This is an optimization exercise on Yosys and OpenROAD, whose aim is small area and a short achievable clock period, not a production implementation.
The RTL was checked by simulation tests, not by an equivalence proof against the original design.

Design advanced_hybrid_controller_fixed, start of the top module:
module advanced_hybrid_controller_fixed (
    input wire clk,
    input wire rst_n,
    input wire start,
    output wire done,
    output reg tile_start,
    input wire tile_done,
    output reg imc_mode,
    output wire simultaneous_rows,
    output wire [63:0] row_mask,
    input wire [15:0] zero_ops_skipped,
    input wire [15:0] total_ops_executed,
    input wire [15:0] imc_energy_savings,
    input wire [7:0] computation_snr,
    output reg dram_cmd_valid,
    output wire [1:0] dram_cmd_type,
    output wire [15:0] dram_cmd_addr,
    output wire [15:0] dram_write_data,
    output wire dram_accumulate_en,
    output wire [3:0] dram_bank_activate,
    output wire dram_simultaneous_access,
    output reg [1:0] precision_mode,
    output wire sparsity_optimize_en,
    output reg adaptive_imc_en,
    output wire [7:0] system_efficiency,
    output reg [15:0] total_energy_saved,
    output reg snr_too_low
);
    localparam SNR_THRESHOLD_LOW = 40;
    localparam SNR_THRESHOLD_HIGH = 80;
    localparam [2:0] S_IDLE    = 3'b000,
                     S_LOAD    = 3'b001,
                     S_ANALYZE = 3'b011,
                     S_COMPUTE = 3'b010,
                     S_STORE   = 3'b110,
  ...
Size: ~120 flip-flops, ~200 I/O pins, ~14,000 um2 of cells after synthesis.
Settings: LEC_CHECK=0, ABC_AREA=1, CAP_MARGIN=20, CORE_MARGIN=2, CORE_UTILIZATION=80, CTS_BUF_LIST=sky130_fd_sc_hd__clkbuf_8, SLEW_MARGIN=20; clock period 130.0 ns.
standard.sh (not shown) runs the stock make flow with config.mk's settings and CLKGATE_MAP_FILE= SYNTH_SCRIPT=/design/flow/synth_recipe.tcl, a recipe that flattens the netlist after the stock synthesis.
==> flow/flow/run.sh <==
#!/bin/bash
# The standard layout, with two changes: the port buffers are made from the
# smallest plain buffer (sky130_fd_sc_hd__buf_1) instead of the delay cell
# buffer_ports picks on its own (every input and output port still gets its
# buffer), and the constant outputs share synthesis's single tie cell of
# each kind instead of getting one tie cell each.
set -euo pipefail
export BUFFER_PORTS_ARGS="-buffer_cell sky130_fd_sc_hd__buf_1"
export SKIP_REPAIR_TIE_FANOUT=1
bash standard.sh > standard_flow.log 2>&1
Then changed:
==> flow/flow/run.sh (replaced) <==
#!/bin/bash
# The standard layout, with three changes:
#  - the port buffers are made from the smallest plain buffer
#    (sky130_fd_sc_hd__buf_1) instead of the delay cell buffer_ports picks on
#    its own; every input and output port still gets its buffer;
#  - the constant outputs share synthesis's single tie cell of each kind
#    instead of getting one tie cell each;
#  - clock tree synthesis adds no dummy loads and clusters the flip-flops
#    into larger groups (up to 40, 400 um across), with clkbuf_8 buffers.
set -euo pipefail
export BUFFER_PORTS_ARGS="-buffer_cell sky130_fd_sc_hd__buf_1"
export SKIP_REPAIR_TIE_FANOUT=1
export CTS_ARGS="-sink_clustering_enable -repair_clock_nets -dont_use_dummy_load -buf_list sky130_fd_sc_hd__clkbuf_8 -sink_clustering_size 40 -sink_clustering_max_diameter 400"
bash standard.sh > standard_flow.log 2>&1
=> The changed run produced a clean layout; worst setup slack gains 0.096 ns; register-to-register slack is better by 0.05 ns; first-iteration DRC count shrinks by 17%.
Then changed:
==> flow/flow/run.sh (replaced) <==
#!/bin/bash
# The standard layout, with the port buffers made from the smallest plain
# buffer (sky130_fd_sc_hd__buf_1) instead of the delay cell buffer_ports
# picks on its own. Every input and output port still gets its buffer.
set -euo pipefail
export BUFFER_PORTS_ARGS="-buffer_cell sky130_fd_sc_hd__buf_1"
bash standard.sh > standard_flow.log 2>&1
The new run finished clean.
Clock skew falls by 0.016 ns.
Cell count rises by a few percent.
Global-route usage rises by 0.94 points.
Design area rises by a few percent.
Worst setup slack improves by 0.092 ns.
Core utilization rises by 1.9 points.
Then changed:
- CORE_UTILIZATION: 80 -> 90
With this change the flow stopped in 5_1_grt.
Synthesized area does not change.
Synthesized cell count does not change.
Then changed:
==> flow/flow/run.sh (replaced) <==
#!/bin/bash
# The standard layout, with three changes:
#  - the port buffers are made from the smallest plain buffer
#    (sky130_fd_sc_hd__buf_1) instead of the delay cell buffer_ports picks on
#    its own; every input and output port still gets its buffer;
#  - the constant outputs share synthesis's single tie cell of each kind
#    instead of getting one tie cell each;
#  - clock tree synthesis adds no dummy loads (the tree is otherwise the
#    standard one: same clustering, clkbuf_8 buffers from config.mk).
set -euo pipefail
export BUFFER_PORTS_ARGS="-buffer_cell sky130_fd_sc_hd__buf_1"
export SKIP_REPAIR_TIE_FANOUT=1
export CTS_ARGS="-sink_clustering_enable -repair_clock_nets -dont_use_dummy_load -buf_list sky130_fd_sc_hd__clkbuf_8"
bash standard.sh > standard_flow.log 2>&1
- CORE_UTILIZATION: 90 -> 80
What happened: The changed run passed the timing, design-rule and antenna checks; synthesized cell count does not change; area after synthesis is unchanged.
Then changed:
- ABC_AREA: 1 -> 0
=> Die area increases by 0.62%. Wire length increases by 4.3%. Design area increases by 0.94%. Utilization increases by 0.48 points. Non-clock buffer count increases by 6. Area after synthesis increases by 0.64%. Clock-buffer cell count is unchanged. Synthesized cell count decreases by 13%. First-iteration DRC count decreases by 3.0%.

afterwards: timing with drivers on the ports:
Ports are ideal in the flow. The routed layouts listed here were re-timed in OpenROAD. Step 1, drivers: a clkbuf_16 drives clk and a buf_2 each remaining input, both assumed. Step 2 moves the port delays by t, midway between the first and last clock arrival at a register: inputs arrive t later, outputs are due t later. That takes back most of the time a late clock gives input paths. a / b / c = no drivers / after step 1 / after step 2; a / b = the first two.
run	shift t [ns]	setup WS [ns]	hold WS [ns]	worst slew at a driven data input, ns
the first run	0.503	94.942 / 94.899 / 95.025	0.451 / 0.451 / 0.451	0.04
the second run	0.472	95.038 / 94.996 / 95.078	0.447 / 0.447 / 0.447	0.04
the third run	0.497	95.130 / 95.089 / 94.958	0.474 / 0.474 / 0.474	0.05
the fifth run	0.472	95.038 / 94.996 / 95.078	0.447 / 0.447 / 0.447	0.04
the sixth run	0.483	93.562 / 93.517 / 94.000	0.471 / 0.471 / 0.471	0.05
After both steps every run listed still meets setup and hold. For the third run, which loses most, drivers alone change the setup slack by -0.041 ns; drivers and shift together by -0.172 ns.
